Source: an optimization exercise on an open RTL-to-GDS flow (aim: small area and a short achievable clock period). Production flows keep margins and buffers that such runs may drop.
Only simulation tests tie the RTL to the original design; equivalence was not proved.

## flow/constraint.sdc

```tcl
create_clock -name core_clock -period 6.5 [get_ports {clk}]
set_input_delay 1.3000 -clock core_clock [delete_from_list [all_inputs] [get_ports {clk}]]
set_output_delay 1.3000 -clock core_clock [all_outputs]
set_load 0.01 [all_outputs]
```

## flow/run.sh

```bash
#!/bin/bash
# synth_recipe.tcl (not shown) runs the flow's synth.tcl, then flattens the netlist and writes it again
# the make line also repeats each setting of config.mk as NAME=value (left out here)
make -C /OpenROAD-flow-scripts/flow DESIGN_CONFIG=/design/flow/config.mk WORK_HOME=/design/flow/orfs CLKGATE_MAP_FILE= SYNTH_SCRIPT=/design/flow/synth_recipe.tcl finish
```

## flow/design.v

```verilog
module Mul12_CS (
    input  [11:0] a,
    input  [11:0] b,
    output [23:0] x,
    output [23:0] y
);
    wire s1, c1, s2, c2, s3, c3, s4, c4, s5, c5, s6, c6, s7, c7, s8, c8;
    wire s9, c9, s10, c10, s11, c11, s12, c12, s13, c13, s14, c14, s15, c15, s16, c16;
    wire s17, c17, s18, c18, s19, c19, s20, c20, s21, c21, s22, c22, s23, c23, s24, c24;
    wire s25, c25, s26, c26, s27, c27, s28, c28, s29, c29, s30, c30, s31, c31, s32, c32;
    wire s33, c33, s34, c34, s35, c35, s36, c36, s37, c37, s38, c38, s39, c39, s40, c40;
    wire s41, c41, s42, c42, s43, c43, s44, c44, s45, c45, s46, c46, s47, c47, s48, c48;
    wire s49, c49, s50, c50, s51, c51, s52, c52, s53, c53, s54, c54, s55, c55, s56, c56;
    wire s57, c57, s58, c58, s59, c59, s60, c60, s61, c61, s62, c62, s63, c63, s64, c64;
    wire s65, c65, s66, c66, s67, c67, s68, c68, s69, c69, s70, c70, s71, c71, s72, c72;
    wire s73, c73, s74, c74, s75, c75, s76, c76, s77, c77, s78, c78, s79, c79, s80, c80;
    wire s81, c81, s82, c82, s83, c83, s84, c84, s85, c85, s86, c86, s87, c87, s88, c88;
    wire s89, c89, s90, c90, s91, c91, s92, c92, s93, c93, s94, c94, s95, c95, s96, c96;
    wire s97, c97, s98, c98, s99, c99, s100, c100, s101, c101, s102, c102, s103, c103, s104, c104;
    wire s105, c105, s106, c106, s107, c107, s108, c108, s109, c109, s110, c110;
    assign s1 = ~((~(a[0] & b[9])) ^ (~(a[1] & b[8])));
    assign c1 = (~(a[0] & b[9])) | (~(a[1] & b[8]));
    assign {c2, s2} = {1'b0, (~(a[0] & b[10]))} + {1'b0, (~(a[1] & b[9]))} + {1'b0, (~(a[2] & b[8]))};
    assign s3 = ~((~(a[3] & b[7])) ^ (~(a[4] & b[6])));
    assign c3 = (~(a[3] & b[7])) | (~(a[4] & b[6]));
    assign {c4, s4} = {1'b0, (~(a[0] & b[11]))} + {1'b0, (~(a[1] & b[10]))} + {1'b0, (~(a[2] & b[9]))};
    assign {c5, s5} = {1'b0, (~(a[3] & b[8]))} + {1'b0, (~(a[4] & b[7]))} + {1'b0, (~(a[5] & b[6]))};
    assign s6 = ~((~(a[6] & b[5])) ^ (~(a[7] & b[4])));
    assign c6 = (~(a[6] & b[5])) | (~(a[7] & b[4]));
    assign {c7, s7} = {1'b0, (~(a[1] & b[11]))} + {1'b0, (~(a[2] & b[10]))} + {1'b0, (~(a[3] & b[9]))};
    assign {c8, s8} = {1'b0, (~(a[4] & b[8]))} + {1'b0, (~(a[5] & b[7]))} + {1'b0, (~(a[6] & b[6]))};
    assign s9 = ~((~(a[7] & b[5])) ^ (~(a[8] & b[4])));
    assign c9 = (~(a[7] & b[5])) | (~(a[8] & b[4]));
    assign {c10, s10} = {1'b0, (~(a[2] & b[11]))} + {1'b0, (~(a[3] & b[10]))} + {1'b0, (~(a[4] & b[9]))};
    assign {c11, s11} = {1'b0, (~(a[5] & b[8]))} + {1'b0, (~(a[6] & b[7]))} + {1'b0, (~(a[7] & b[6]))};
    assign {c12, s12} = {1'b0, (~(a[3] & b[11]))} + {1'b0, (~(a[4] & b[10]))} + {1'b0, (~(a[5] & b[9]))};
    assign s13 = ~((~(a[0] & b[6])) ^ (~(a[1] & b[5])));
    assign c13 = (~(a[0] & b[6])) | (~(a[1] & b[5]));
    assign {c14, s14} = {1'b0, (~(a[0] & b[7]))} + {1'b0, (~(a[1] & b[6]))} + {1'b0, (~(a[2] & b[5]))};
    assign s15 = ~((~(a[3] & b[4])) ^ (~(a[4] & b[3])));
    assign c15 = (~(a[3] & b[4])) | (~(a[4] & b[3]));
    assign {c16, s16} = {1'b0, (~(a[0] & b[8]))} + {1'b0, (~(a[1] & b[7]))} + {1'b0, (~(a[2] & b[6]))};
    assign {c17, s17} = {1'b0, (~(a[3] & b[5]))} + {1'b0, (~(a[4] & b[4]))} + {1'b0, (~(a[5] & b[3]))};
    assign s18 = ~((~(a[6] & b[2])) ^ (~(a[7] & b[1])));
    assign c18 = (~(a[6] & b[2])) | (~(a[7] & b[1]));
    assign {c19, s19} = {1'b0, s1} + {1'b0, (~(a[2] & b[7]))} + {1'b0, (~(a[3] & b[6]))};
    assign {c20, s20} = {1'b0, (~(a[4] & b[5]))} + {1'b0, (~(a[5] & b[4]))} + {1'b0, (~(a[6] & b[3]))};
    assign {c21, s21} = {1'b0, (~(a[7] & b[2]))} + {1'b0, (~(a[8] & b[1]))} + {1'b0, (~(a[9] & b[0]))};
    assign {c22, s22} = {1'b0, s2} + {1'b0, s3} + {1'b0, (~(a[5] & b[5]))};
    assign {c23, s23} = {1'b0, (~(a[6] & b[4]))} + {1'b0, (~(a[7] & b[3]))} + {1'b0, (~(a[8] & b[2]))};
    assign {c24, s24} = {1'b0, (~(a[9] & b[1]))} + {1'b0, (~(a[10] & b[0]))} + {1'b0, c1};
    assign {c25, s25} = {1'b0, s4} + {1'b0, s5} + {1'b0, s6};
    assign {c26, s26} = {1'b0, (~(a[8] & b[3]))} + {1'b0, (~(a[9] & b[2]))} + {1'b0, (~(a[10] & b[1]))};
    assign {c27, s27} = {1'b0, (~(a[11] & b[0]))} + {1'b0, c2} + {1'b0, c3};
    assign {c28, s28} = {1'b0, s7} + {1'b0, s8} + {1'b0, s9};
    assign {c29, s29} = {1'b0, (~(a[9] & b[3]))} + {1'b0, (~(a[10] & b[2]))} + {1'b0, (~(a[11] & b[1]))};
    assign {c30, s30} = {1'b0, c4} + {1'b0, c5} + {1'b0, c6};
    assign {c31, s31} = {1'b0, s10} + {1'b0, s11} + {1'b0, (~(a[8] & b[5]))};
    assign {c32, s32} = {1'b0, (~(a[9] & b[4]))} + {1'b0, (~(a[10] & b[3]))} + {1'b0, (~(a[11] & b[2]))};
    assign {c33, s33} = {1'b0, c7} + {1'b0, c8} + {1'b0, c9};
    assign {c34, s34} = {1'b0, s12} + {1'b0, (~(a[6] & b[8]))} + {1'b0, (~(a[7] & b[7]))};
    assign {c35, s35} = {1'b0, (~(a[8] & b[6]))} + {1'b0, (~(a[9] & b[5]))} + {1'b0, (~(a[10] & b[4]))};
    assign {c36, s36} = {1'b0, (~(a[11] & b[3]))} + {1'b0, c10} + {1'b0, c11};
    assign {c37, s37} = {1'b0, (~(a[4] & b[11]))} + {1'b0, (~(a[5] & b[10]))} + {1'b0, (~(a[6] & b[9]))};
    assign {c38, s38} = {1'b0, (~(a[7] & b[8]))} + {1'b0, (~(a[8] & b[7]))} + {1'b0, (~(a[9] & b[6]))};
    assign {c39, s39} = {1'b0, (~(a[10] & b[5]))} + {1'b0, (~(a[11] & b[4]))} + {1'b0, c12};
    assign {c40, s40} = {1'b0, (~(a[5] & b[11]))} + {1'b0, (~(a[6] & b[10]))} + {1'b0, (~(a[7] & b[9]))};
    assign {c41, s41} = {1'b0, (~(a[8] & b[8]))} + {1'b0, (~(a[9] & b[7]))} + {1'b0, (~(a[10] & b[6]))};
    assign {c42, s42} = {1'b0, (~(a[6] & b[11]))} + {1'b0, (~(a[7] & b[10]))} + {1'b0, (~(a[8] & b[9]))};
    assign s43 = ~((~(a[0] & b[4])) ^ (~(a[1] & b[3])));
    assign c43 = (~(a[0] & b[4])) | (~(a[1] & b[3]));
    assign {c44, s44} = {1'b0, (~(a[0] & b[5]))} + {1'b0, (~(a[1] & b[4]))} + {1'b0, (~(a[2] & b[3]))};
    assign s45 = ~((~(a[3] & b[2])) ^ (~(a[4] & b[1])));
    assign c45 = (~(a[3] & b[2])) | (~(a[4] & b[1]));
    assign {c46, s46} = {1'b0, s13} + {1'b0, (~(a[2] & b[4]))} + {1'b0, (~(a[3] & b[3]))};
    assign {c47, s47} = {1'b0, (~(a[4] & b[2]))} + {1'b0, (~(a[5] & b[1]))} + {1'b0, (~(a[6] & b[0]))};
    assign {c48, s48} = {1'b0, s14} + {1'b0, s15} + {1'b0, (~(a[5] & b[2]))};
    assign {c49, s49} = {1'b0, (~(a[6] & b[1]))} + {1'b0, (~(a[7] & b[0]))} + {1'b0, c13};
    assign {c50, s50} = {1'b0, s16} + {1'b0, s17} + {1'b0, s18};
    assign {c51, s51} = {1'b0, (~(a[8] & b[0]))} + {1'b0, c14} + {1'b0, c15};
    assign {c52, s52} = {1'b0, s19} + {1'b0, s20} + {1'b0, s21};
    assign {c53, s53} = {1'b0, c16} + {1'b0, c17} + {1'b0, c18};
    assign {c54, s54} = {1'b0, s22} + {1'b0, s23} + {1'b0, s24};
    assign {c55, s55} = {1'b0, c19} + {1'b0, c20} + {1'b0, c21};
    assign {c56, s56} = {1'b0, s25} + {1'b0, s26} + {1'b0, s27};
    assign {c57, s57} = {1'b0, c22} + {1'b0, c23} + {1'b0, c24};
    assign {c58, s58} = {1'b0, s28} + {1'b0, s29} + {1'b0, s30};
    assign {c59, s59} = {1'b0, c25} + {1'b0, c26} + {1'b0, c27};
    assign {c60, s60} = {1'b0, s31} + {1'b0, s32} + {1'b0, s33};
    assign {c61, s61} = {1'b0, c28} + {1'b0, c29} + {1'b0, c30};
    assign {c62, s62} = {1'b0, s34} + {1'b0, s35} + {1'b0, s36};
    assign {c63, s63} = {1'b0, c31} + {1'b0, c32} + {1'b0, c33};
    assign {c64, s64} = {1'b0, s37} + {1'b0, s38} + {1'b0, s39};
    assign {c65, s65} = {1'b0, c34} + {1'b0, c35} + {1'b0, c36};
    assign {c66, s66} = {1'b0, s40} + {1'b0, s41} + {1'b0, (~(a[11] & b[5]))};
    assign {c67, s67} = {1'b0, c37} + {1'b0, c38} + {1'b0, c39};
    assign {c68, s68} = {1'b0, s42} + {1'b0, (~(a[9] & b[8]))} + {1'b0, (~(a[10] & b[7]))};
    assign {c69, s69} = {1'b0, (~(a[11] & b[6]))} + {1'b0, c40} + {1'b0, c41};
    assign {c70, s70} = {1'b0, (~(a[7] & b[11]))} + {1'b0, (~(a[8] & b[10]))} + {1'b0, (~(a[9] & b[9]))};
    assign {c71, s71} = {1'b0, (~(a[10] & b[8]))} + {1'b0, (~(a[11] & b[7]))} + {1'b0, c42};
    assign {c72, s72} = {1'b0, (~(a[8] & b[11]))} + {1'b0, (~(a[9] & b[10]))} + {1'b0, (~(a[10] & b[9]))};
    assign s73 = ~((~(a[0] & b[3])) ^ (~(a[1] & b[2])));
    assign c73 = (~(a[0] & b[3])) | (~(a[1] & b[2]));
    assign {c74, s74} = {1'b0, s43} + {1'b0, (~(a[2] & b[2]))} + {1'b0, (~(a[3] & b[1]))};
    assign {c75, s75} = {1'b0, s44} + {1'b0, s45} + {1'b0, (~(a[5] & b[0]))};
    assign {c76, s76} = {1'b0, s46} + {1'b0, s47} + {1'b0, c44};
    assign {c77, s77} = {1'b0, s48} + {1'b0, s49} + {1'b0, c46};
    assign {c78, s78} = {1'b0, s50} + {1'b0, s51} + {1'b0, c48};
    assign {c79, s79} = {1'b0, s52} + {1'b0, s53} + {1'b0, c50};
    assign {c80, s80} = {1'b0, s54} + {1'b0, s55} + {1'b0, c52};
    assign {c81, s81} = {1'b0, s56} + {1'b0, s57} + {1'b0, c54};
    assign {c82, s82} = {1'b0, s58} + {1'b0, s59} + {1'b0, c56};
    assign {c83, s83} = {1'b0, s60} + {1'b0, s61} + {1'b0, c58};
    assign {c84, s84} = {1'b0, s62} + {1'b0, s63} + {1'b0, c60};
    assign {c85, s85} = {1'b0, s64} + {1'b0, s65} + {1'b0, c62};
    assign {c86, s86} = {1'b0, s66} + {1'b0, s67} + {1'b0, c64};
    assign {c87, s87} = {1'b0, s68} + {1'b0, s69} + {1'b0, c66};
    assign {c88, s88} = {1'b0, s70} + {1'b0, s71} + {1'b0, c68};
    assign {c89, s89} = {1'b0, s72} + {1'b0, (~(a[11] & b[8]))} + {1'b0, c70};
    assign {c90, s90} = {1'b0, (~(a[9] & b[11]))} + {1'b0, (~(a[10] & b[10]))} + {1'b0, (~(a[11] & b[9]))};
    assign s91 = ~((~(a[0] & b[2])) ^ (~(a[1] & b[1])));
    assign c91 = (~(a[0] & b[2])) | (~(a[1] & b[1]));
    assign {c92, s92} = {1'b0, s73} + {1'b0, (~(a[2] & b[1]))} + {1'b0, (~(a[3] & b[0]))};
    assign {c93, s93} = {1'b0, s74} + {1'b0, (~(a[4] & b[0]))} + {1'b0, c73};
    assign {c94, s94} = {1'b0, s75} + {1'b0, c43} + {1'b0, c74};
    assign {c95, s95} = {1'b0, s76} + {1'b0, c45} + {1'b0, c75};
    assign {c96, s96} = {1'b0, s77} + {1'b0, c47} + {1'b0, c76};
    assign {c97, s97} = {1'b0, s78} + {1'b0, c49} + {1'b0, c77};
    assign {c98, s98} = {1'b0, s79} + {1'b0, c51} + {1'b0, c78};
    assign {c99, s99} = {1'b0, s80} + {1'b0, c53} + {1'b0, c79};
    assign {c100, s100} = {1'b0, s81} + {1'b0, c55} + {1'b0, c80};
    assign {c101, s101} = {1'b0, s82} + {1'b0, c57} + {1'b0, c81};
    assign {c102, s102} = {1'b0, s83} + {1'b0, c59} + {1'b0, c82};
    assign {c103, s103} = {1'b0, s84} + {1'b0, c61} + {1'b0, c83};
    assign {c104, s104} = {1'b0, s85} + {1'b0, c63} + {1'b0, c84};
    assign {c105, s105} = {1'b0, s86} + {1'b0, c65} + {1'b0, c85};
    assign {c106, s106} = {1'b0, s87} + {1'b0, c67} + {1'b0, c86};
    assign {c107, s107} = {1'b0, s88} + {1'b0, c69} + {1'b0, c87};
    assign {c108, s108} = {1'b0, s89} + {1'b0, c71} + {1'b0, c88};
    assign {c109, s109} = {1'b0, s90} + {1'b0, c72} + {1'b0, c89};
    assign {c110, s110} = {1'b0, (~(a[10] & b[11]))} + {1'b0, (~(a[11] & b[10]))} + {1'b0, c90};
    assign x = ~{1'b1, (~(a[11] & b[11])), s110, s109, s108, s107, s106, s105, s104, s103, s102, s101, s100, s99, s98, s97, s96, s95, s94, s93, s92, s91, (~(a[0] & b[1])), (~(a[0] & b[0]))};
    assign y = ~{1'b1, c110, c109, c108, c107, c106, c105, c104, c103, c102, c101, c100, c99, c98, c97, c96, c95, c94, c93, c92, c91, (~(a[2] & b[0])), (~(a[1] & b[0])), 1'b1};
endmodule
module Tab_P12 (input [3:0] h, output [12:0] t);
    assign t[0] = (~h[3] & ~h[2] & ~h[1] & ~h[0]) | (~h[3] & ~h[2] & h[1] & h[0]) | (~h[3] & h[2] & ~h[1] & h[0]) | (~h[3] & h[2] & h[1] & ~h[0]) | (h[3] & ~h[2] & ~h[1] & ~h[0]) | (h[3] & ~h[2] & h[1] & ~h[0]) | (h[3] & ~h[2] & h[1] & h[0]) | (h[3] & h[2] & ~h[1] & h[0]);
    assign t[1] = (~h[3] & ~h[2] & h[1] & ~h[0]) | (~h[3] & h[2] & ~h[1] & h[0]) | (h[3] & ~h[2] & ~h[1] & ~h[0]) | (h[3] & ~h[2] & ~h[1] & h[0]) | (h[3] & ~h[2] & h[1] & h[0]) | (h[3] & h[2] & ~h[1] & ~h[0]) | (h[3] & h[2] & h[1] & h[0]);
    assign t[2] = (~h[3] & ~h[2] & h[1] & ~h[0]) | (~h[3] & ~h[2] & h[1] & h[0]) | (~h[3] & h[2] & ~h[1] & ~h[0]) | (h[3] & ~h[2] & ~h[1] & ~h[0]) | (h[3] & ~h[2] & ~h[1] & h[0]) | (h[3] & ~h[2] & h[1] & ~h[0]) | (h[3] & h[2] & h[1] & h[0]);
    assign t[3] = (~h[3] & ~h[2] & h[1] & ~h[0]) | (~h[3] & ~h[2] & h[1] & h[0]) | (~h[3] & h[2] & ~h[1] & ~h[0]) | (~h[3] & h[2] & ~h[1] & h[0]) | (~h[3] & h[2] & h[1] & ~h[0]) | (~h[3] & h[2] & h[1] & h[0]) | (h[3] & h[2] & h[1] & h[0]);
    assign t[4] = (~h[3] & ~h[2] & h[1] & ~h[0]) | (~h[3] & ~h[2] & h[1] & h[0]) | (~h[3] & h[2] & ~h[1] & ~h[0]) | (~h[3] & h[2] & ~h[1] & h[0]) | (~h[3] & h[2] & h[1] & ~h[0]) | (~h[3] & h[2] & h[1] & h[0]) | (h[3] & ~h[2] & ~h[1] & ~h[0]) | (h[3] & ~h[2] & ~h[1] & h[0]) | (h[3] & ~h[2] & h[1] & ~h[0]) | (h[3] & ~h[2] & h[1] & h[0]) | (h[3] & h[2] & ~h[1] & ~h[0]) | (h[3] & h[2] & ~h[1] & h[0]) | (h[3] & h[2] & h[1] & ~h[0]);
    assign t[5] = (~h[3] & ~h[2] & h[1] & ~h[0]) | (~h[3] & ~h[2] & h[1] & h[0]) | (~h[3] & h[2] & ~h[1] & ~h[0]) | (~h[3] & h[2] & ~h[1] & h[0]) | (~h[3] & h[2] & h[1] & ~h[0]) | (~h[3] & h[2] & h[1] & h[0]) | (h[3] & ~h[2] & ~h[1] & ~h[0]) | (h[3] & ~h[2] & ~h[1] & h[0]) | (h[3] & ~h[2] & h[1] & ~h[0]) | (h[3] & ~h[2] & h[1] & h[0]) | (h[3] & h[2] & ~h[1] & ~h[0]) | (h[3] & h[2] & ~h[1] & h[0]) | (h[3] & h[2] & h[1] & ~h[0]) | (h[3] & h[2] & h[1] & h[0]);
    assign t[6] = (~h[3] & ~h[2] & h[1] & ~h[0]) | (~h[3] & ~h[2] & h[1] & h[0]) | (~h[3] & h[2] & ~h[1] & ~h[0]) | (~h[3] & h[2] & ~h[1] & h[0]) | (~h[3] & h[2] & h[1] & ~h[0]) | (~h[3] & h[2] & h[1] & h[0]) | (h[3] & ~h[2] & ~h[1] & ~h[0]) | (h[3] & ~h[2] & ~h[1] & h[0]) | (h[3] & ~h[2] & h[1] & ~h[0]) | (h[3] & ~h[2] & h[1] & h[0]) | (h[3] & h[2] & ~h[1] & ~h[0]) | (h[3] & h[2] & ~h[1] & h[0]) | (h[3] & h[2] & h[1] & ~h[0]) | (h[3] & h[2] & h[1] & h[0]);
    assign t[7] = (~h[3] & ~h[2] & h[1] & ~h[0]) | (~h[3] & ~h[2] & h[1] & h[0]) | (~h[3] & h[2] & ~h[1] & ~h[0]) | (~h[3] & h[2] & ~h[1] & h[0]) | (~h[3] & h[2] & h[1] & ~h[0]) | (~h[3] & h[2] & h[1] & h[0]) | (h[3] & ~h[2] & ~h[1] & ~h[0]) | (h[3] & ~h[2] & ~h[1] & h[0]) | (h[3] & ~h[2] & h[1] & ~h[0]) | (h[3] & ~h[2] & h[1] & h[0]) | (h[3] & h[2] & ~h[1] & ~h[0]) | (h[3] & h[2] & ~h[1] & h[0]) | (h[3] & h[2] & h[1] & ~h[0]) | (h[3] & h[2] & h[1] & h[0]);
    assign t[8] = (~h[3] & ~h[2] & ~h[1] & ~h[0]) | (~h[3] & ~h[2] & h[1] & ~h[0]) | (~h[3] & h[2] & ~h[1] & ~h[0]) | (~h[3] & h[2] & h[1] & h[0]) | (h[3] & ~h[2] & ~h[1] & h[0]) | (h[3] & h[2] & ~h[1] & ~h[0]) | (h[3] & h[2] & h[1] & ~h[0]) | (h[3] & h[2] & h[1] & h[0]);
    assign t[9] = (~h[3] & h[2] & ~h[1] & ~h[0]) | (~h[3] & h[2] & ~h[1] & h[0]) | (~h[3] & h[2] & h[1] & h[0]) | (h[3] & ~h[2] & ~h[1] & ~h[0]) | (h[3] & ~h[2] & h[1] & h[0]) | (h[3] & h[2] & h[1] & ~h[0]);
    assign t[10] = (~h[3] & ~h[2] & ~h[1] & ~h[0]) | (~h[3] & ~h[2] & h[1] & ~h[0]) | (~h[3] & h[2] & ~h[1] & h[0]) | (~h[3] & h[2] & h[1] & ~h[0]) | (~h[3] & h[2] & h[1] & h[0]) | (h[3] & ~h[2] & ~h[1] & h[0]) | (h[3] & ~h[2] & h[1] & h[0]) | (h[3] & h[2] & ~h[1] & h[0]) | (h[3] & h[2] & h[1] & ~h[0]) | (h[3] & h[2] & h[1] & h[0]);
    assign t[11] = (~h[3] & ~h[2] & ~h[1] & ~h[0]) | (~h[3] & ~h[2] & h[1] & h[0]) | (~h[3] & h[2] & ~h[1] & ~h[0]) | (~h[3] & h[2] & ~h[1] & h[0]) | (h[3] & ~h[2] & ~h[1] & ~h[0]) | (h[3] & ~h[2] & ~h[1] & h[0]) | (h[3] & h[2] & ~h[1] & ~h[0]) | (h[3] & h[2] & ~h[1] & h[0]) | (h[3] & h[2] & h[1] & ~h[0]);
    assign t[12] = (~h[3] & ~h[2] & ~h[1] & h[0]) | (h[3] & ~h[2] & h[1] & ~h[0]);
endmodule
module Tab_P16 (input [3:0] h, output [11:0] t);
    assign t[0] = (~h[3] & ~h[2] & ~h[1] & h[0]) | (~h[3] & ~h[2] & h[1] & ~h[0]) | (~h[3] & ~h[2] & h[1] & h[0]) | (~h[3] & h[2] & h[1] & h[0]) | (h[3] & ~h[2] & ~h[1] & ~h[0]) | (h[3] & ~h[2] & ~h[1] & h[0]) | (h[3] & h[2] & ~h[1] & h[0]) | (h[3] & h[2] & h[1] & ~h[0]) | (h[3] & h[2] & h[1] & h[0]);
    assign t[1] = (~h[3] & h[2] & ~h[1] & ~h[0]) | (~h[3] & h[2] & ~h[1] & h[0]) | (~h[3] & h[2] & h[1] & ~h[0]) | (~h[3] & h[2] & h[1] & h[0]) | (h[3] & ~h[2] & ~h[1] & ~h[0]) | (h[3] & ~h[2] & ~h[1] & h[0]);
    assign t[2] = (~h[3] & ~h[2] & ~h[1] & h[0]) | (~h[3] & ~h[2] & h[1] & h[0]) | (~h[3] & h[2] & ~h[1] & h[0]) | (~h[3] & h[2] & h[1] & h[0]) | (h[3] & ~h[2] & ~h[1] & h[0]) | (h[3] & ~h[2] & h[1] & ~h[0]) | (h[3] & h[2] & ~h[1] & ~h[0]) | (h[3] & h[2] & h[1] & ~h[0]);
    assign t[3] = (~h[3] & ~h[2] & ~h[1] & h[0]) | (~h[3] & ~h[2] & h[1] & ~h[0]) | (~h[3] & h[2] & ~h[1] & h[0]) | (~h[3] & h[2] & h[1] & ~h[0]) | (h[3] & ~h[2] & ~h[1] & h[0]) | (h[3] & ~h[2] & h[1] & ~h[0]) | (h[3] & ~h[2] & h[1] & h[0]) | (h[3] & h[2] & h[1] & ~h[0]) | (h[3] & h[2] & h[1] & h[0]);
    assign t[4] = (~h[3] & ~h[2] & h[1] & ~h[0]) | (~h[3] & h[2] & ~h[1] & ~h[0]) | (~h[3] & h[2] & ~h[1] & h[0]) | (~h[3] & h[2] & h[1] & h[0]) | (h[3] & ~h[2] & h[1] & ~h[0]) | (h[3] & h[2] & ~h[1] & ~h[0]) | (h[3] & h[2] & h[1] & h[0]);
    assign t[5] = (~h[3] & ~h[2] & ~h[1] & h[0]) | (~h[3] & h[2] & ~h[1] & ~h[0]) | (~h[3] & h[2] & h[1] & h[0]) | (h[3] & ~h[2] & ~h[1] & ~h[0]) | (h[3] & ~h[2] & h[1] & ~h[0]) | (h[3] & ~h[2] & h[1] & h[0]) | (h[3] & h[2] & h[1] & ~h[0]);
    assign t[6] = (~h[3] & ~h[2] & ~h[1] & h[0]) | (~h[3] & ~h[2] & h[1] & ~h[0]) | (~h[3] & ~h[2] & h[1] & h[0]) | (~h[3] & h[2] & h[1] & h[0]) | (h[3] & ~h[2] & ~h[1] & ~h[0]) | (h[3] & ~h[2] & ~h[1] & h[0]) | (h[3] & h[2] & h[1] & ~h[0]) | (h[3] & h[2] & h[1] & h[0]);
    assign t[7] = (~h[3] & ~h[2] & ~h[1] & h[0]) | (~h[3] & ~h[2] & h[1] & ~h[0]) | (~h[3] & ~h[2] & h[1] & h[0]) | (~h[3] & h[2] & ~h[1] & ~h[0]) | (~h[3] & h[2] & ~h[1] & h[0]) | (~h[3] & h[2] & h[1] & ~h[0]) | (h[3] & h[2] & h[1] & ~h[0]) | (h[3] & h[2] & h[1] & h[0]);
    assign t[8] = (~h[3] & h[2] & ~h[1] & ~h[0]) | (~h[3] & h[2] & ~h[1] & h[0]) | (~h[3] & h[2] & h[1] & ~h[0]) | (h[3] & ~h[2] & h[1] & ~h[0]) | (h[3] & ~h[2] & h[1] & h[0]) | (h[3] & h[2] & ~h[1] & ~h[0]) | (h[3] & h[2] & h[1] & ~h[0]) | (h[3] & h[2] & h[1] & h[0]);
    assign t[9] = (~h[3] & h[2] & h[1] & h[0]) | (h[3] & ~h[2] & ~h[1] & ~h[0]) | (h[3] & ~h[2] & ~h[1] & h[0]) | (h[3] & ~h[2] & h[1] & ~h[0]) | (h[3] & ~h[2] & h[1] & h[0]) | (h[3] & h[2] & ~h[1] & ~h[0]) | (h[3] & h[2] & h[1] & ~h[0]) | (h[3] & h[2] & h[1] & h[0]);
    assign t[10] = (~h[3] & ~h[2] & h[1] & ~h[0]) | (~h[3] & h[2] & ~h[1] & h[0]) | (h[3] & ~h[2] & ~h[1] & ~h[0]) | (h[3] & ~h[2] & h[1] & h[0]) | (h[3] & h[2] & ~h[1] & h[0]) | (h[3] & h[2] & h[1] & ~h[0]);
    assign t[11] = (~h[3] & ~h[2] & ~h[1] & h[0]) | (~h[3] & h[2] & ~h[1] & ~h[0]) | (~h[3] & h[2] & h[1] & h[0]) | (h[3] & ~h[2] & h[1] & ~h[0]) | (h[3] & h[2] & ~h[1] & h[0]);
endmodule
module Tab_P20 (input [3:0] h, output [14:0] t);
    assign t[0] = (~h[3] & ~h[2] & ~h[1] & h[0]) | (~h[3] & ~h[2] & h[1] & h[0]) | (~h[3] & h[2] & ~h[1] & h[0]) | (~h[3] & h[2] & h[1] & h[0]) | (h[3] & ~h[2] & ~h[1] & h[0]) | (h[3] & ~h[2] & h[1] & h[0]) | (h[3] & h[2] & ~h[1] & h[0]) | (h[3] & h[2] & h[1] & h[0]);
    assign t[1] = (~h[3] & ~h[2] & h[1] & ~h[0]) | (~h[3] & ~h[2] & h[1] & h[0]) | (~h[3] & h[2] & h[1] & ~h[0]) | (~h[3] & h[2] & h[1] & h[0]) | (h[3] & ~h[2] & h[1] & ~h[0]) | (h[3] & ~h[2] & h[1] & h[0]) | (h[3] & h[2] & h[1] & ~h[0]) | (h[3] & h[2] & h[1] & h[0]);
    assign t[2] = (~h[3] & ~h[2] & ~h[1] & h[0]) | (~h[3] & ~h[2] & h[1] & h[0]) | (~h[3] & h[2] & ~h[1] & ~h[0]) | (~h[3] & h[2] & h[1] & ~h[0]) | (h[3] & ~h[2] & ~h[1] & h[0]) | (h[3] & ~h[2] & h[1] & h[0]) | (h[3] & h[2] & ~h[1] & ~h[0]) | (h[3] & h[2] & h[1] & ~h[0]);
    assign t[3] = (~h[3] & ~h[2] & h[1] & ~h[0]) | (~h[3] & ~h[2] & h[1] & h[0]) | (~h[3] & h[2] & ~h[1] & h[0]) | (~h[3] & h[2] & h[1] & ~h[0]) | (h[3] & ~h[2] & ~h[1] & ~h[0]) | (h[3] & ~h[2] & ~h[1] & h[0]) | (h[3] & h[2] & ~h[1] & ~h[0]) | (h[3] & h[2] & h[1] & h[0]);
    assign t[4] = (~h[3] & h[2] & ~h[1] & ~h[0]) | (~h[3] & h[2] & ~h[1] & h[0]) | (~h[3] & h[2] & h[1] & ~h[0]) | (h[3] & ~h[2] & h[1] & ~h[0]) | (h[3] & ~h[2] & h[1] & h[0]) | (h[3] & h[2] & ~h[1] & ~h[0]);
    assign t[5] = (~h[3] & h[2] & h[1] & h[0]) | (h[3] & ~h[2] & ~h[1] & ~h[0]) | (h[3] & ~h[2] & ~h[1] & h[0]) | (h[3] & ~h[2] & h[1] & ~h[0]) | (h[3] & ~h[2] & h[1] & h[0]) | (h[3] & h[2] & ~h[1] & ~h[0]);
    assign t[6] = (~h[3] & ~h[2] & ~h[1] & h[0]) | (~h[3] & ~h[2] & h[1] & h[0]) | (~h[3] & h[2] & ~h[1] & h[0]) | (~h[3] & h[2] & h[1] & h[0]) | (h[3] & ~h[2] & ~h[1] & h[0]) | (h[3] & ~h[2] & h[1] & h[0]) | (h[3] & h[2] & h[1] & ~h[0]);
    assign t[7] = (~h[3] & ~h[2] & ~h[1] & h[0]) | (~h[3] & ~h[2] & h[1] & ~h[0]) | (~h[3] & h[2] & ~h[1] & h[0]) | (~h[3] & h[2] & h[1] & ~h[0]) | (h[3] & ~h[2] & ~h[1] & h[0]) | (h[3] & ~h[2] & h[1] & ~h[0]) | (h[3] & h[2] & h[1] & ~h[0]) | (h[3] & h[2] & h[1] & h[0]);
    assign t[8] = (~h[3] & ~h[2] & ~h[1] & h[0]) | (~h[3] & ~h[2] & h[1] & ~h[0]) | (~h[3] & ~h[2] & h[1] & h[0]) | (~h[3] & h[2] & ~h[1] & ~h[0]) | (h[3] & ~h[2] & ~h[1] & h[0]) | (h[3] & ~h[2] & h[1] & ~h[0]) | (h[3] & ~h[2] & h[1] & h[0]) | (h[3] & h[2] & ~h[1] & ~h[0]) | (h[3] & h[2] & ~h[1] & h[0]);
    assign t[9] = (~h[3] & ~h[2] & ~h[1] & h[0]) | (~h[3] & ~h[2] & h[1] & ~h[0]) | (~h[3] & ~h[2] & h[1] & h[0]) | (~h[3] & h[2] & ~h[1] & ~h[0]) | (~h[3] & h[2] & ~h[1] & h[0]) | (~h[3] & h[2] & h[1] & ~h[0]) | (~h[3] & h[2] & h[1] & h[0]) | (h[3] & ~h[2] & ~h[1] & ~h[0]);
    assign t[10] = (~h[3] & ~h[2] & ~h[1] & h[0]) | (~h[3] & ~h[2] & h[1] & ~h[0]) | (~h[3] & ~h[2] & h[1] & h[0]) | (~h[3] & h[2] & ~h[1] & ~h[0]) | (~h[3] & h[2] & ~h[1] & h[0]) | (~h[3] & h[2] & h[1] & ~h[0]) | (~h[3] & h[2] & h[1] & h[0]) | (h[3] & ~h[2] & ~h[1] & ~h[0]) | (h[3] & ~h[2] & ~h[1] & h[0]) | (h[3] & ~h[2] & h[1] & ~h[0]) | (h[3] & ~h[2] & h[1] & h[0]) | (h[3] & h[2] & ~h[1] & ~h[0]) | (h[3] & h[2] & ~h[1] & h[0]) | (h[3] & h[2] & h[1] & ~h[0]) | (h[3] & h[2] & h[1] & h[0]);
    assign t[11] = (~h[3] & ~h[2] & ~h[1] & h[0]) | (~h[3] & ~h[2] & h[1] & ~h[0]) | (~h[3] & ~h[2] & h[1] & h[0]) | (~h[3] & h[2] & ~h[1] & ~h[0]) | (~h[3] & h[2] & ~h[1] & h[0]) | (~h[3] & h[2] & h[1] & ~h[0]) | (~h[3] & h[2] & h[1] & h[0]) | (h[3] & ~h[2] & ~h[1] & ~h[0]) | (h[3] & ~h[2] & ~h[1] & h[0]) | (h[3] & ~h[2] & h[1] & ~h[0]) | (h[3] & ~h[2] & h[1] & h[0]) | (h[3] & h[2] & ~h[1] & ~h[0]) | (h[3] & h[2] & ~h[1] & h[0]) | (h[3] & h[2] & h[1] & ~h[0]) | (h[3] & h[2] & h[1] & h[0]);
    assign t[12] = (~h[3] & ~h[2] & ~h[1] & h[0]) | (~h[3] & ~h[2] & h[1] & ~h[0]) | (~h[3] & ~h[2] & h[1] & h[0]) | (~h[3] & h[2] & ~h[1] & ~h[0]) | (~h[3] & h[2] & ~h[1] & h[0]) | (~h[3] & h[2] & h[1] & ~h[0]) | (~h[3] & h[2] & h[1] & h[0]) | (h[3] & ~h[2] & ~h[1] & ~h[0]) | (h[3] & ~h[2] & ~h[1] & h[0]) | (h[3] & ~h[2] & h[1] & ~h[0]) | (h[3] & ~h[2] & h[1] & h[0]) | (h[3] & h[2] & ~h[1] & ~h[0]) | (h[3] & h[2] & ~h[1] & h[0]) | (h[3] & h[2] & h[1] & ~h[0]) | (h[3] & h[2] & h[1] & h[0]);
    assign t[13] = (~h[3] & ~h[2] & ~h[1] & h[0]) | (~h[3] & ~h[2] & h[1] & ~h[0]) | (~h[3] & ~h[2] & h[1] & h[0]) | (~h[3] & h[2] & ~h[1] & ~h[0]) | (~h[3] & h[2] & ~h[1] & h[0]) | (~h[3] & h[2] & h[1] & ~h[0]) | (~h[3] & h[2] & h[1] & h[0]) | (h[3] & ~h[2] & ~h[1] & ~h[0]) | (h[3] & ~h[2] & ~h[1] & h[0]) | (h[3] & ~h[2] & h[1] & ~h[0]) | (h[3] & ~h[2] & h[1] & h[0]) | (h[3] & h[2] & ~h[1] & ~h[0]) | (h[3] & h[2] & ~h[1] & h[0]) | (h[3] & h[2] & h[1] & ~h[0]) | (h[3] & h[2] & h[1] & h[0]);
    assign t[14] = (~h[3] & ~h[2] & ~h[1] & h[0]) | (~h[3] & ~h[2] & h[1] & ~h[0]) | (~h[3] & ~h[2] & h[1] & h[0]) | (~h[3] & h[2] & ~h[1] & ~h[0]) | (~h[3] & h[2] & ~h[1] & h[0]) | (~h[3] & h[2] & h[1] & ~h[0]) | (~h[3] & h[2] & h[1] & h[0]) | (h[3] & ~h[2] & ~h[1] & ~h[0]) | (h[3] & ~h[2] & ~h[1] & h[0]) | (h[3] & ~h[2] & h[1] & ~h[0]) | (h[3] & ~h[2] & h[1] & h[0]) | (h[3] & h[2] & ~h[1] & ~h[0]) | (h[3] & h[2] & ~h[1] & h[0]) | (h[3] & h[2] & h[1] & ~h[0]) | (h[3] & h[2] & h[1] & h[0]);
endmodule
module CSA #(parameter W = 8) (
    input  [W-1:0] a,
    input  [W-1:0] b,
    input  [W-1:0] c,
    output [W-1:0] s,
    output [W-1:0] y       
);
    wire [W-1:0] maj;
    genvar i;
    generate
        for (i = 0; i < W; i = i + 1) begin : bit_
            assign {maj[i], s[i]} = {1'b0, a[i]} + {1'b0, b[i]} + {1'b0, c[i]};
        end
    endgenerate
    assign y = {maj[W-2:0], 1'b0};
endmodule
module Butterfly_Unit (
    input clk,
    input reset,
    input [1:0] operation,   
    input valid_in,
    input [11:0] a_in,
    input [11:0] b_in,
    input [11:0] zeta,
    output reg [11:0] a_out,
    output reg [11:0] b_out,
    output reg valid_out
);
    localparam [12:0] Q = 13'd3329;
    wire        intt0 = operation[0];
    wire        zero0 = operation[1];
    wire [12:0] d0    = {1'b0, a_in} - {1'b0, b_in};
    wire [12:0] ds0, dc0;
    CSA #(13) csa_d (.a({1'b0, a_in}), .b({1'b1, ~b_in}), .c(13'd3330), .s(ds0), .y(dc0));
    wire [12:0] dq0   = ds0 + dc0;                                   
    wire [11:0] m0    = !intt0 ? b_in : (d0[12] ? dq0[11:0] : d0[11:0]);
    wire [12:0] s0    = {1'b0, a_in & {12{~zero0}}} + {1'b0, b_in & {12{intt0 & ~zero0}}};
    reg [11:0] m1, z1;
    reg [12:0] s1;
    reg        op1;
    reg        v1;
    always @(posedge clk) begin
        m1  <= m0;
        s1  <= s0;
        z1  <= zeta & {12{~zero0}};
        op1 <= intt0;
    end
    wire [23:0] px1, py1;
    Mul12_CS mul (.a(z1), .b(m1), .x(px1), .y(py1));
    reg [23:0] px2, py2;
    reg [12:0] s2;
    reg        op2;
    reg        v2;
    always @(posedge clk) begin
        px2 <= px1;
        py2 <= py1;
        s2  <= s1;
        op2 <= op1;
    end
    wire [11:0] h2 = px2[23:12] + py2[23:12];
    wire [12:0] t0;
    wire [11:0] t1;
    wire [14:0] t2;
    Tab_P12 tab0 (.h(h2[3:0]),  .t(t0));
    Tab_P16 tab1 (.h(h2[7:4]),  .t(t1));
    Tab_P20 tab2 (.h(h2[11:8]), .t(t2));
    wire [14:0] sa, ca, sb, cb, sc, cc;
    CSA #(15) csa_a (.a({3'b000, px2[11:0]}), .b({3'b000, py2[11:0]}), .c({2'b00, t0}), .s(sa), .y(ca));
    CSA #(15) csa_b (.a(sa), .b(ca), .c({3'b000, t1}), .s(sb), .y(cb));
    CSA #(15) csa_c (.a(sb), .b(cb), .c(t2), .s(sc), .y(cc));
    reg [14:0] xs3, xc3;
    reg [12:0] s3;
    reg        op3;
    reg        v3;
    always @(posedge clk) begin
        xs3 <= sc;
        xc3 <= cc;
        s3  <= s2;
        op3 <= op2;
    end
    wire [14:0] x3  = xs3 + xc3;
    wire        ge1 = x3 >= 15'd3329;
    wire        ge2 = x3 >= 15'd6658;
    wire        ge3 = x3 >= 15'd9987;
    wire        ge4 = x3 >= 15'd13316;
    wire [11:0] x31 = x3[11:0] + 12'd767;
    wire [11:0] x32 = x3[11:0] + 12'd1534;
    wire [11:0] x33 = x3[11:0] + 12'd2301;
    wire [11:0] x34 = x3[11:0] + 12'd3068;
    wire [11:0] r3  = ge4 ? x34 : ge3 ? x33 : ge2 ? x32 : ge1 ? x31 : x3[11:0];
    reg [11:0] r4;
    reg [12:0] s4;
    reg        op4;
    reg        v4;
    always @(posedge clk) begin
        r4  <= r3;
        s4  <= s3;
        op4 <= op3;
    end
    wire [11:0] rn4 = r4 & {12{~op4}};
    wire [12:0] t4  = s4 + {1'b0, rn4};                            
    wire        tg4 = t4 >= 13'd3329;
    wire [11:0] tm4 = t4[11:0] + 12'd767;
    wire [11:0] ao4 = tg4 ? tm4 : t4[11:0];
    wire [12:0] u4  = {1'b0, s4[11:0]} - {1'b0, r4};
    wire [11:0] uq4 = u4[11:0] + 12'd3329;
    wire [11:0] bo4 = op4 ? r4 : (u4[12] ? uq4 : u4[11:0]);
    always @(posedge clk) begin
        a_out <= ao4;
        b_out <= bo4;
    end
    always @(posedge clk) begin
        if (reset) begin
            v1 <= 1'b0; v2 <= 1'b0; v3 <= 1'b0; v4 <= 1'b0; valid_out <= 1'b0;
        end else begin
            v1 <= valid_in; v2 <= v1; v3 <= v2; v4 <= v3; valid_out <= v4;
        end
    end
endmodule
```

## flow/config.mk

```make
export PLATFORM = sky130hd
export DESIGN_NAME = Butterfly_Unit
export DESIGN_NICKNAME = Butterfly_Unit
export VERILOG_FILES = /design/flow/design.v
export SDC_FILE = /design/flow/constraint.sdc
export NUM_CORES = 4
export LEC_CHECK = 0
export CAP_MARGIN = 20
export CELL_PAD_IN_SITES_DETAIL_PLACEMENT = 0
export CELL_PAD_IN_SITES_GLOBAL_PLACEMENT = 0
export CORE_MARGIN = 2
export CORE_UTILIZATION = 55
export SETUP_SLACK_MARGIN = 3.15
export SLEW_MARGIN = 20
export TNS_END_PERCENT = 0
```

==> impl_metrics.json, run 1 <==
{
  "io_buffers": 65,
  "cts.htree.levels": 4,
  "fp-row-count": 59,
  "crit_required_ps": 6850,
  "synth_fp_nets": 1849,
  "design.portCount": 66,
  "max_slew.worst_pin.slew_ps": 1015,
  "finalWeightedCongestion": 0.8508,
  "overall_global_routing_resource_usage_pct": 24.37,
  "multi_input_area_um2": 10770,
  "signal_arrival_time_at_the_worst_endpoint_ps": 4010,
  "post_synth_inst_count": 1546,
  "cpLargestDelayFamily": "compound AO/OA/AOI/OAI gates",
  "critPathMaxFanout": 6,
  "worst_setup_path_end_kind": "flip-flop",
  "yosysWarnings": 1,
  "path_buf_inv": 3,
  "antenna_found_initial": 0,
  "detailedPlace.worstSlack_ps": 1980,
  "globalRouteOverflowTotal": 0,
  "slew_violations": 0,
  "nFillCells": 2097,
  "synth-edff-count": 0,
  "dieWidth_um": 167.4,
  "seq_area_frac_synth_pct": 26.60,
  "cpPeakStageDelay_ps": 580,
  "grt_first_pass_wirelength_um": 54760,
  "hpwlAfterDp_um": 24490,
  "hold_path_class": "reg2reg",
  "clock_latency_ps": 440,
  "asyncSetResetFlopFracSynth_pct": 0,
  "cts_sinks": 195,
  "fin_nets": 1948,
  "startpoint_type": "flip-flop",
  "drt-wirelength-per-cell_um": 16.75,
  "via_count_of_the_first_global_routing_pass": 10960,
  "grt_max_degree": 22,
  "clock-skew-final_ps": 13.51,
  "final_period_minus_worst_setup_slack_ps": 3657,
  "area_of_the_mapped_netlist_um2": 14680,
  "clock_tree_from_tritoncts": "yes",
  "max_cap_viol_count": 0,
  "finish.utilization_pct": 67.60,
  "crit_start": "xs3[1]",
  "final_antenna_net_count": 0,
  "synth.distinct_cells": 78,
  "final.setup.tns_ps": 0,
  "register_area_um2": 3914,
  "synth.ff_latch_count": 195,
  "timing_worst_setup_path_type": "reg2reg",
  "crit_path_frequent_cell": "sky130_fd_sc_hd__buf_6",
  "finalSetupViolCount": 0,
  "timing.fmax_mhz": 273.4,
  "rsz0062_at_grt": "yes",
  "critical_path.cell_chain": "ha_4 -> buf_6 -> a211o_1 -> a2111o_1 -> and3b_1 -> or4_4 -> a211oi_4 -> a21oi_4 -> buf_6 -> buf_4 -> a211oi_1 -> o21ai_1 -> xnor2_1",
  "routed_wirelength_um": 33390,
  "synth_ff_type": "sky130_fd_sc_hd__dfxtp_1",
  "final_hold_viol_count": 0,
  "holdCritStartpoint": "s1[9]",
  "core_um2": 26130,
  "clk_path_buf_depth": 2,
  "slowest_stage": "sky130_fd_sc_hd__or4_4",
  "drt-initial-drc-count": 660,
  "setup_slack_reg_to_reg_ps": 2840,
  "syn_area_per_cell_um2": 9.494,
  "clock_tree.root_cell": "sky130_fd_sc_hd__clkbuf_16",
  "post_layout_worst_setup_margin_ps": 2843,
  "timing.max_slew.rel_slack_pct": 31.86,
  "growth_of_design_area_from_synthesis_to_finish_pct": 20.35,
  "run_status": "complete, no violations",
  "clk_pin_slew_worst_paths_ps": 90,
  "post_route_cells_drive_above_1_share_pct": 15.20,
  "vias": 11048,
  "post-route-drc-count": 0,
  "floorplan.die.height_um": 167.4,
  "cts_buffers": 17,
  "initial_core_util_pct": 56.17,
  "worst_r2r_startpoint": "xs3[1]",
  "final.period_utilization_pct": 56.27,
  "detail_route.vias_per_cell": 5.543,
  "drt_first_pass_iters": 16,
  "antenna_cells_inserted": 0,
  "die_area_um2": 28010
}
-- registers in the layout, indices dropped and copies added, names as in the netlist, 12 cells and up --
signal,cells
px2,23
py2,22
xs3,15
xc3,14
s1,13
s2,13
s3,13
s4,13
a_out,12
b_out,12
m1,12
r4,12
z1,12
-- cell usage in the layout (no fill, tap or decap), types with 8 or more instances in the layout --
cell / synthesis / final
sky130_fd_sc_hd__and3_1: 14 / 14
sky130_fd_sc_hd__o21ai_2: 0 / 8
sky130_fd_sc_hd__xnor2_1: 61 / 51
sky130_fd_sc_hd__o21a_1: 11 / 11
sky130_fd_sc_hd__nand2b_1: 9 / 9
sky130_fd_sc_hd__buf_4: 0 / 57
sky130_fd_sc_hd__o21ai_0: 70 / 51
sky130_fd_sc_hd__a21o_1: 28 / 27
sky130_fd_sc_hd__xor2_1: 42 / 36
sky130_fd_sc_hd__a211oi_1: 13 / 8
sky130_fd_sc_hd__nand3_1: 18 / 17
sky130_fd_sc_hd__nor3_1: 26 / 24
sky130_fd_sc_hd__mux2i_1: 11 / 11
sky130_fd_sc_hd__fa_1: 147 / 142
sky130_fd_sc_hd__nor2b_1: 27 / 25
sky130_fd_sc_hd__clkbuf_16: 0 / 17
sky130_fd_sc_hd__nor2_1: 76 / 71
sky130_fd_sc_hd__dfxtp_1: 195 / 189
sky130_fd_sc_hd__ha_1: 115 / 102
sky130_fd_sc_hd__a21oi_2: 1 / 14
sky130_fd_sc_hd__a21oi_1: 79 / 62
sky130_fd_sc_hd__nand2_1: 89 / 86
sky130_fd_sc_hd__o21ai_1: 4 / 15
sky130_fd_sc_hd__o211ai_1: 15 / 15
sky130_fd_sc_hd__inv_1: 155 / 148
sky130_fd_sc_hd__and2_1: 144 / 144
sky130_fd_sc_hd__clkdlybuf4s50_1: 0 / 54
sky130_fd_sc_hd__o21bai_1: 16 / 13
-- synthesized netlist by cell type (6+ instances only) --
master / count / area share [%]
sky130_fd_sc_hd__a211o_1: 8 / 0.48
sky130_fd_sc_hd__a211oi_1: 13 / 0.66
sky130_fd_sc_hd__a21o_1: 28 / 1.4
sky130_fd_sc_hd__a21oi_1: 79 / 2.7
sky130_fd_sc_hd__a31oi_1: 8 / 0.34
sky130_fd_sc_hd__and2_1: 144 / 6.1
sky130_fd_sc_hd__and3_1: 14 / 0.60
sky130_fd_sc_hd__buf_2: 6 / 0.20
sky130_fd_sc_hd__clkbuf_1: 48 / 1.2
sky130_fd_sc_hd__dfxtp_1: 195 / 27
sky130_fd_sc_hd__fa_1: 147 / 20
sky130_fd_sc_hd__ha_1: 115 / 9.8
sky130_fd_sc_hd__inv_1: 155 / 4.0
sky130_fd_sc_hd__mux2i_1: 11 / 0.75
sky130_fd_sc_hd__nand2_1: 89 / 2.3
sky130_fd_sc_hd__nand2b_1: 9 / 0.38
sky130_fd_sc_hd__nand3_1: 18 / 0.61
sky130_fd_sc_hd__nor2_1: 76 / 1.9
sky130_fd_sc_hd__nor2b_1: 27 / 1.2
sky130_fd_sc_hd__nor3_1: 26 / 0.89
sky130_fd_sc_hd__o211ai_1: 15 / 0.77
sky130_fd_sc_hd__o21a_1: 11 / 0.56
sky130_fd_sc_hd__o21ai_0: 70 / 2.4
sky130_fd_sc_hd__o21bai_1: 16 / 0.82
sky130_fd_sc_hd__or3_1: 7 / 0.30
sky130_fd_sc_hd__xnor2_1: 61 / 3.6
sky130_fd_sc_hd__xor2_1: 42 / 2.5
-- through the flow --
stage | hold slack [ps] | cells | area (µm²)
2_1_floorplan | 309.6 | 1546 | 14940
3_3_place_gp | 311.2 | 1890 | 15730
3_5_place_dp | 312.1 | 1890 | 15730
4_1_cts | 317.7 | 1969 | 17100
5_1_grt | 325.5 | 1993 | 17660
6_report | 318.1 | 1993 | 17660
-- layer usage --
| metal | global-route usage, % | vias to the layer above | routed length, µm |
|---|---|---|---|
| li1 | - | 5368 | - |
| met1 | 31.81 | 5393 | 14990 |
| met2 | 42.88 | 236 | 16710 |
| met3 | 3.403 | 51 | 1140 |
| met4 | 6.125 | 0 | 551 |
| met5 | 0 | - | 0 |
-- repair_timing --
item	CTS	global route
endpoints found under the setup margin	96	95
setup buffers	42	23
hold buffers	0	0
gates resized for setup	75	76
gates cloned	5	1
pin swaps	35	48
-- cell families after synthesis --
kind of cell / after synthesis / share of synthesized area [%]
xor+xnor: 103 / 6.146
compound gates: 322 / 14.97
flops: 195 / 26.60
mux: 14 / 1.006
fa+ha+maj: 263 / 29.92
simple gates: 435 / 15.58
buf+inv: 214 / 5.780
-- layout make-up --
type / count / share of cell area, %
clock inverter: 14 / 1.169
inverter: 155 / 3.343
tap: 335 / 2.373
clock buffer: 18 / 2.486
timing repair buffer: 137 / 7.487
multi-input combinational: 1139 / 60.99
sequential: 195 / 22.16
-- final timing paths --
kind           end  depth (start not counted)
min          s2[9]                          0
max reg2reg  r4[4]                         13
max          r4[4]                         13
min reg2reg  s2[9]                          0
==> run 2: changes to the inputs <==
--- a/flow/config.mk
+++ b/flow/config.mk
@@ -11,5 +11,5 @@
 export CORE_MARGIN = 2
 export CORE_UTILIZATION = 55
-export SETUP_SLACK_MARGIN = 3.15
+export SETUP_SLACK_MARGIN = 2.85
 export SLEW_MARGIN = 20
 export TNS_END_PERCENT = 0
==> run 2 against run 1 <==
Sequential share of layout area grew 0.63 points. Core utilization fell by 2.0 points. Area after synthesis is the same. Critical endpoint is now r4[11]. Largest cell class unchanged.
==> impl_metrics.json, run 2 <==
{
  "detailedPlace.worstSlack_ps": 1307,
  "initial_core_util_pct": 56.17,
  "synth-edff-count": 0,
  "asyncSetResetFlopFracSynth_pct": 0,
  "final_cell_mix": "sky130_fd_sc_hd__dfxtp_1, sky130_fd_sc_hd__inv_1, sky130_fd_sc_hd__and2_1",
  "timing.fmax_mhz": 266.4,
  "synth.ff_latch_count": 195,
  "signal_arrival_time_at_the_worst_endpoint_ps": 4050,
  "timing.max_slew.rel_slack_pct": 42.13,
  "worst_setup_path_end_kind": "flip-flop",
  "final.period_utilization_pct": 57.74,
  "grt_max_degree": 30,
  "fin_nets": 1932,
  "cts.htree.levels": 4,
  "drt_first_pass_iters": 16,
  "finalWeightedCongestion": 0.8820,
  "antenna_found_initial": 0,
  "clk_pin_slew_worst_paths_ps": 70,
  "area_of_the_mapped_netlist_um2": 14680,
  "seq_area_frac_synth_pct": 26.60,
  "yosysWarnings": 1,
  "die_area_um2": 28010,
  "synthTopCellsByArea": "sky130_fd_sc_hd__dfxtp_1, sky130_fd_sc_hd__fa_1, sky130_fd_sc_hd__ha_1",
  "startpoint_type": "flip-flop",
  "fp-row-count": 59,
  "final_hold_viol_count": 0,
  "drt-wirelength-per-cell_um": 16.08,
  "hold_path_class": "reg2reg",
  "post_layout_worst_setup_margin_ps": 2747,
  "core_um2": 26130,
  "drt-initial-drc-count": 526,
  "clock_tree_from_tritoncts": "yes",
  "finalSetupViolCount": 0,
  "r2r-end": "r4[11]",
  "layout_commonest_cell": "sky130_fd_sc_hd__dfxtp_1",
  "critPathMaxFanout": 6,
  "cts_sinks": 195,
  "growth_of_design_area_from_synthesis_to_finish_pct": 16.82,
  "final_period_minus_worst_setup_slack_ps": 3753,
  "synthMostInstantiatedCell": "sky130_fd_sc_hd__dfxtp_1",
  "synth_ff_type": "sky130_fd_sc_hd__dfxtp_1",
  "detail_route.vias_per_cell": 5.481,
  "synth.distinct_cells": 78,
  "overall_global_routing_resource_usage_pct": 23.36,
  "design.portCount": 66,
  "antenna_cells_inserted": 0,
  "max_slew.worst_pin.slew_ps": 861.9,
  "max_flop_register": "px2",
  "post_route_cells_drive_above_1_share_pct": 12.86,
  "routed_wirelength_um": 31770,
  "timing.reg2reg.worst_path_depth": 12,
  "dieWidth_um": 167.4,
  "synth_largest_type_area_fraction_pct": 26.60,
  "crit_required_ps": 6790,
  "synth_fp_nets": 1849,
  "vias": 10831,
  "final.setup.tns_ps": 0,
  "post_synth_inst_count": 1546,
  "dpl_cell_area_um2": 15510,
  "holdCritStartpoint": "s1[1]",
  "endpoint_with_the_worst_hold_slack": "s2[1]",
  "finish.utilization_pct": 65.61,
  "multi_input_area_um2": 10550,
  "clk_path_buf_depth": 2,
  "largest_registers": "px2 x23, py2 x22, xs3 x15",
  "io_buffers": 65,
  "cts_buffers": 17,
  "clock_latency_ps": 430,
  "grt_first_pass_wirelength_um": 52980,
  "timing_worst_setup_path_type": "reg2reg",
  "setup_slack_reg_to_reg_ps": 2750,
  "largest_reg_flops": 23,
  "slew_violations": 0,
  "yosysTopAreaCell": "sky130_fd_sc_hd__dfxtp_1",
  "worst_r2r_startpoint": "xs3[1]",
  "final_antenna_net_count": 0,
  "floorplan.die.height_um": 167.4,
  "min_path_cells": 0,
  "holdBufCountCts": 0,
  "hpwlAfterDp_um": 23930,
  "rsz0062_at_grt": "yes",
  "run_status": "complete, no violations",
  "post-route-drc-count": 0,
  "max_cap_viol_count": 0,
  "via_count_of_the_first_global_routing_pass": 10809,
  "clock_tree.root_cell": "sky130_fd_sc_hd__clkbuf_16",
  "clock-skew-final_ps": 12.13,
  "synth_commonest_cells": "sky130_fd_sc_hd__dfxtp_1, sky130_fd_sc_hd__inv_1, sky130_fd_sc_hd__fa_1",
  "nFillCells": 2171,
  "globalRouteOverflowTotal": 0,
  "syn_area_per_cell_um2": 9.494,
  "register_area_um2": 3908,
  "final_instance_area_um2": 17150
}
[run 2: worst max-delay path, stage by stage (launching register included)]
cell	delay (ps)
sky130_fd_sc_hd__dfxtp_1	310
sky130_fd_sc_hd__ha_2	210
sky130_fd_sc_hd__fa_2	400
sky130_fd_sc_hd__a211o_4	400
sky130_fd_sc_hd__a21o_1	200
sky130_fd_sc_hd__a311oi_4	370
sky130_fd_sc_hd__o31ai_4	150
sky130_fd_sc_hd__or4b_4	550
sky130_fd_sc_hd__a21oi_4	240
sky130_fd_sc_hd__buf_4	160
sky130_fd_sc_hd__a211oi_1	70
sky130_fd_sc_hd__o31ai_1	400
sky130_fd_sc_hd__xnor2_1	170
[run 2: repair_timing]
action                                 CTS  global route
setup endpoints to repair               73            79
setup buffers                           32            23
endpoints found under the hold margin    0             0
gates cloned                             1             0
gates resized for setup                 82            76
pin swaps                               25            41
[run 2: logic make-up after synthesis]
family / synth area share [%]
DFF: 26.60
xor gates and xnor gates: 6.146
adders and majority gates: 29.92
buffers and inverters: 5.780
muxes: 1.006
and+or+nand+nor: 15.58
AOI/OAI and AO/OA: 14.97
[run 2: area by class of cell]
cell class / instances / share of cell area (%)
inverter: 155 / 3.415
clock buffer: 18 / 2.503
sequential: 195 / 22.79
multi-input combinational: 1137 / 61.51
clock inverter: 13 / 0.8246
timing repair buffer: 123 / 6.509
tap: 335 / 2.445
[run 2: layer usage]
layer / track usage, % / share of wire, % / vias to the layer above / routed length, µm
met5: 0 / 0 / - / 0
li1: - / - / 5299 / -
met3: 3.096 / 2.5 / 39 / 785
met4: 5.822 / 1.4 / 0 / 456
met1: 31.14 / 47 / 5324 / 14880
met2: 40.47 / 49 / 169 / 15650
[run 2: stage by stage]
step                hold slack (ps)  instances
global route                  329.1       1976
CTS                           319.5       1953
global placement              309.7       1889
detailed placement            312.1       1889
floorplan                     309.6       1546
finish                        323.3       1976
[run 2: how the worst max path moves through the flow]
stage                 startpoint  depth (start not counted)  slack (ps)  endpoint
floorplan                a_in[0]                         14        2770     m1[8]
CTS                      px2[12]                         12        2800    xs3[2]
detailed placement  operation[0]                         14        1310    s1[11]
global route        operation[0]                         14        2730    s1[11]
global placement    operation[0]                         14        1370    s1[11]
finish                    xs3[1]                         12        2750    r4[11]
==> run 3: changes to the inputs <==
--- a/flow/config.mk
+++ b/flow/config.mk
@@ -11,5 +11,6 @@
 export CORE_MARGIN = 2
 export CORE_UTILIZATION = 55
-export SETUP_SLACK_MARGIN = 2.85
+export GPL_TIMING_DRIVEN = 0
+export SETUP_SLACK_MARGIN = 3.0
 export SLEW_MARGIN = 20
 export TNS_END_PERCENT = 0
==> run 3 against run 2 <==
Clock-buffer cell count shrank 1. Via count is 3.4% higher. First-iteration DRC count increased by 35%. Still clean on timing, DRC and antenna. Critical path depth up 1.
==> impl_metrics.json, run 3 <==
{
  "fin_nets": 2004,
  "rsz0062_at_grt": "yes",
  "clock_tree.root_cell": "sky130_fd_sc_hd__clkbuf_16",
  "post_route_cells_drive_above_1_share_pct": 17.56,
  "finalSetupViolCount": 0,
  "asyncSetResetFlopFracSynth_pct": 0,
  "slew_violations": 0,
  "globalRouteOverflowTotal": 0,
  "worst_setup_path_end_kind": "flip-flop",
  "final_cell_mix": "sky130_fd_sc_hd__dfxtp_1, sky130_fd_sc_hd__inv_1, sky130_fd_sc_hd__and2_1",
  "vias": 11202,
  "clock-skew-final_ps": 13.24,
  "overall_global_routing_resource_usage_pct": 24.94,
  "final.period_utilization_pct": 56.62,
  "critical_path.cell_chain": "ha_4 -> fa_2 -> buf_6 -> a211o_4 -> a211o_4 -> a31oi_4 -> xor2_4 -> or4b_4 -> o211ai_4 -> buf_6 -> a211oi_2 -> o31ai_2 -> xnor2_1",
  "floorplan.die.height_um": 167.4,
  "nFillCells": 2162,
  "post_layout_worst_setup_margin_ps": 2820,
  "initial_core_util_pct": 56.17,
  "die_area_um2": 28010,
  "area_of_the_mapped_netlist_um2": 14680,
  "max_flop_register": "px2",
  "cts_buffers": 17,
  "core_um2": 26130,
  "final_period_minus_worst_setup_slack_ps": 3680,
  "post-route-drc-count": 0,
  "synth-edff-count": 0,
  "post_synth_inst_count": 1546,
  "largest_reg_flops": 23,
  "hpwlAfterDp_um": 25850,
  "synth_commonest_cells": "sky130_fd_sc_hd__dfxtp_1, sky130_fd_sc_hd__inv_1, sky130_fd_sc_hd__fa_1",
  "cpPeakStageDelay_ps": 510,
  "io_buffers": 64,
  "detail_route.vias_per_cell": 5.467,
  "layout_commonest_cell": "sky130_fd_sc_hd__dfxtp_1",
  "finalHoldWorstSlack_ps": 321.8,
  "synth.distinct_cells": 78,
  "detailedPlace.worstSlack_ps": 1799,
  "drt-wirelength-per-cell_um": 16.64,
  "yosysTopAreaCell": "sky130_fd_sc_hd__dfxtp_1",
  "clk_path_buf_depth": 2,
  "synth_largest_type_area_fraction_pct": 26.60,
  "max_cap_viol_count": 0,
  "dieWidth_um": 167.4,
  "drt-initial-drc-count": 708,
  "cts_sinks": 195,
  "final_hold_viol_count": 0,
  "largest_registers": "px2 x23, py2 x22, xs3 x15",
  "run_status": "complete, no violations",
  "growth_of_design_area_from_synthesis_to_finish_pct": 22.08,
  "timing_worst_setup_path_type": "reg2reg",
  "slowest_stage": "sky130_fd_sc_hd__or4b_4",
  "cts.htree.levels": 4,
  "timing.reg2reg.worst_path_depth": 13,
  "synthMostInstantiatedCell": "sky130_fd_sc_hd__dfxtp_1",
  "fp-row-count": 59,
  "grt_first_pass_wirelength_um": 55980,
  "antenna_found_initial": 0,
  "max_slew.worst_pin.slew_ps": 788.8,
  "synth.ff_latch_count": 195,
  "synth_fp_nets": 1849,
  "yosysWarnings": 1,
  "hold_path_class": "reg2reg",
  "grt_max_degree": 25,
  "clock_tree_from_tritoncts": "yes",
  "via_count_of_the_first_global_routing_pass": 11480,
  "design.portCount": 66,
  "timing.fmax_mhz": 271.7,
  "holdBufCountCts": 0,
  "syn_area_per_cell_um2": 9.494,
  "synth_ff_type": "sky130_fd_sc_hd__dfxtp_1",
  "final.setup.tns_ps": 0,
  "synthTopCellsByArea": "sky130_fd_sc_hd__dfxtp_1, sky130_fd_sc_hd__fa_1, sky130_fd_sc_hd__ha_1",
  "final_antenna_net_count": 0,
  "finalWeightedCongestion": 0.8923,
  "min_path_cells": 0,
  "finish.utilization_pct": 68.57,
  "clock_latency_ps": 440,
  "drt_first_pass_iters": 18,
  "antenna_cells_inserted": 0,
  "critPathMaxFanout": 6,
  "routed_wirelength_um": 34110,
  "clk_pin_slew_worst_paths_ps": 90,
  "seq_area_frac_synth_pct": 26.60,
  "timing.max_slew.rel_slack_pct": 47.04,
  "signal_arrival_time_at_the_worst_endpoint_ps": 4020,
  "crit_required_ps": 6840,
  "startpoint_type": "flip-flop"
}
-- run 3: changes by cell type in the layout (fill, tap and decap cells not counted), moves of 4 or more --
| cell | change |
|---|---|
| sky130_fd_sc_hd__a21oi_1 | -6 |
| sky130_fd_sc_hd__inv_2 | +4 |
| sky130_fd_sc_hd__o21ai_0 | -11 |
| sky130_fd_sc_hd__a21oi_2 | +6 |
| sky130_fd_sc_hd__o21ai_1 | +8 |
| sky130_fd_sc_hd__xnor2_1 | -4 |
| sky130_fd_sc_hd__clkbuf_4 | +5 |
| sky130_fd_sc_hd__clkbuf_2 | +19 |
| sky130_fd_sc_hd__inv_12 | +6 |
| sky130_fd_sc_hd__clkbuf_1 | +21 |
| sky130_fd_sc_hd__buf_6 | +12 |
| sky130_fd_sc_hd__dfxtp_1 | -4 |
| sky130_fd_sc_hd__dfxtp_2 | +4 |
| sky130_fd_sc_hd__buf_4 | +8 |
-- run 3: final timing paths --
path,startpoint,to,slack [ps]
worst max-delay path,xs3[1],r4[11],2820
worst max register to register,xs3[1],r4[11],2820
worst min-delay path,s1[5],s2[5],320
worst min register to register,s1[5],s2[5],320
-- run 3: metrics by stage --
stage / cells / area (µm²)
after floorplan: 1546 / 14730
after global placement: 1945 / 15790
after detailed placement: 1945 / 15790
after CTS: 2012 / 17160
after global routing: 2049 / 17920
final: 2049 / 17920
-- run 3: cell type report --
cell class                      instances  area, µm²  area share [%]
Sequential cell                       195       3913           21.84
Clock inverter                         15      225.2           1.257
Multi-Input combinational cell       1138      10780           60.18
Inverter                              155      581.8           3.247
Tap cell                              335      419.2           2.339
Timing Repair Buffer                  135       1210           6.752
Buffer                                 59      361.6           2.018
Clock buffer                           17      425.4           2.374
-- run 3: worst max-delay path: cells and delay by family, from the launching register on --
family	cells	cell delay [ps]
AO/OA/AOI/OAI	6	1570
adder cells (fa/ha/maj)	2	510
buffers and inverters	2	310
flip-flops	1	330
AND/OR/NAND/NOR	1	510
XOR/XNOR	2	330
-- run 3: layer usage --
layer	vias to the layer above	share of wire [%]	track usage, %
met3	61	2.7	3.238
met2	227	49	43.23
li1	5473	-	-
met5	-	0	0
met1	5441	45	32.44
met4	0	2.8	8.318
-- run 3: cells by family (layout without fill, tap and decap cells) --
kind of cell,Yosys count,count (layout),share of synthesized area (%)
mux,14,14,1.006
fa+ha+maj,263,263,29.92
buf+inv,214,381,5.780
compound gates,322,323,14.97
xor+xnor,103,103,6.146
simple gates,435,435,15.58
flops,195,195,26.60
-- run 3: timing repair --
action                     in CTS  in global routing
cloned                          3                  0
setup endpoints to repair      92                 96
hold endpoints to repair        0                  0
pin swaps                      43                 81
buffers inserted               32                 37
resized for setup             101                157

[separate check: timing with driven ports]
The flow's constraints put no driver on any port. The routed layouts listed below were extracted and timed again, unchanged, in two steps. Step 1, drivers: a clkbuf_16 drives clk and a buf_2 each remaining input, both assumed. Step 2 moves the port delays by t, midway between the first and last clock arrival at a register: inputs arrive t later, outputs are due t later. That takes back most of the time a late clock gives input paths. a / b / c = ideal / step 1 / step 2; a / b = the first two.
run	t, ns	setup slack, ns	clock arrival spread, ns
run 1	0.486	2.843 / 2.843 / 2.493	0.017 / 0.016
run 2	0.477	2.747 / 2.747 / 2.414	0.013 / 0.013
run 3	0.487	2.820 / 2.820 / 2.474	0.014 / 0.014
After both steps setup and hold are still met in every run listed. The setup slack of run 1, which loses most, moves by 0.000 ns with the drivers and by -0.350 ns with both steps.
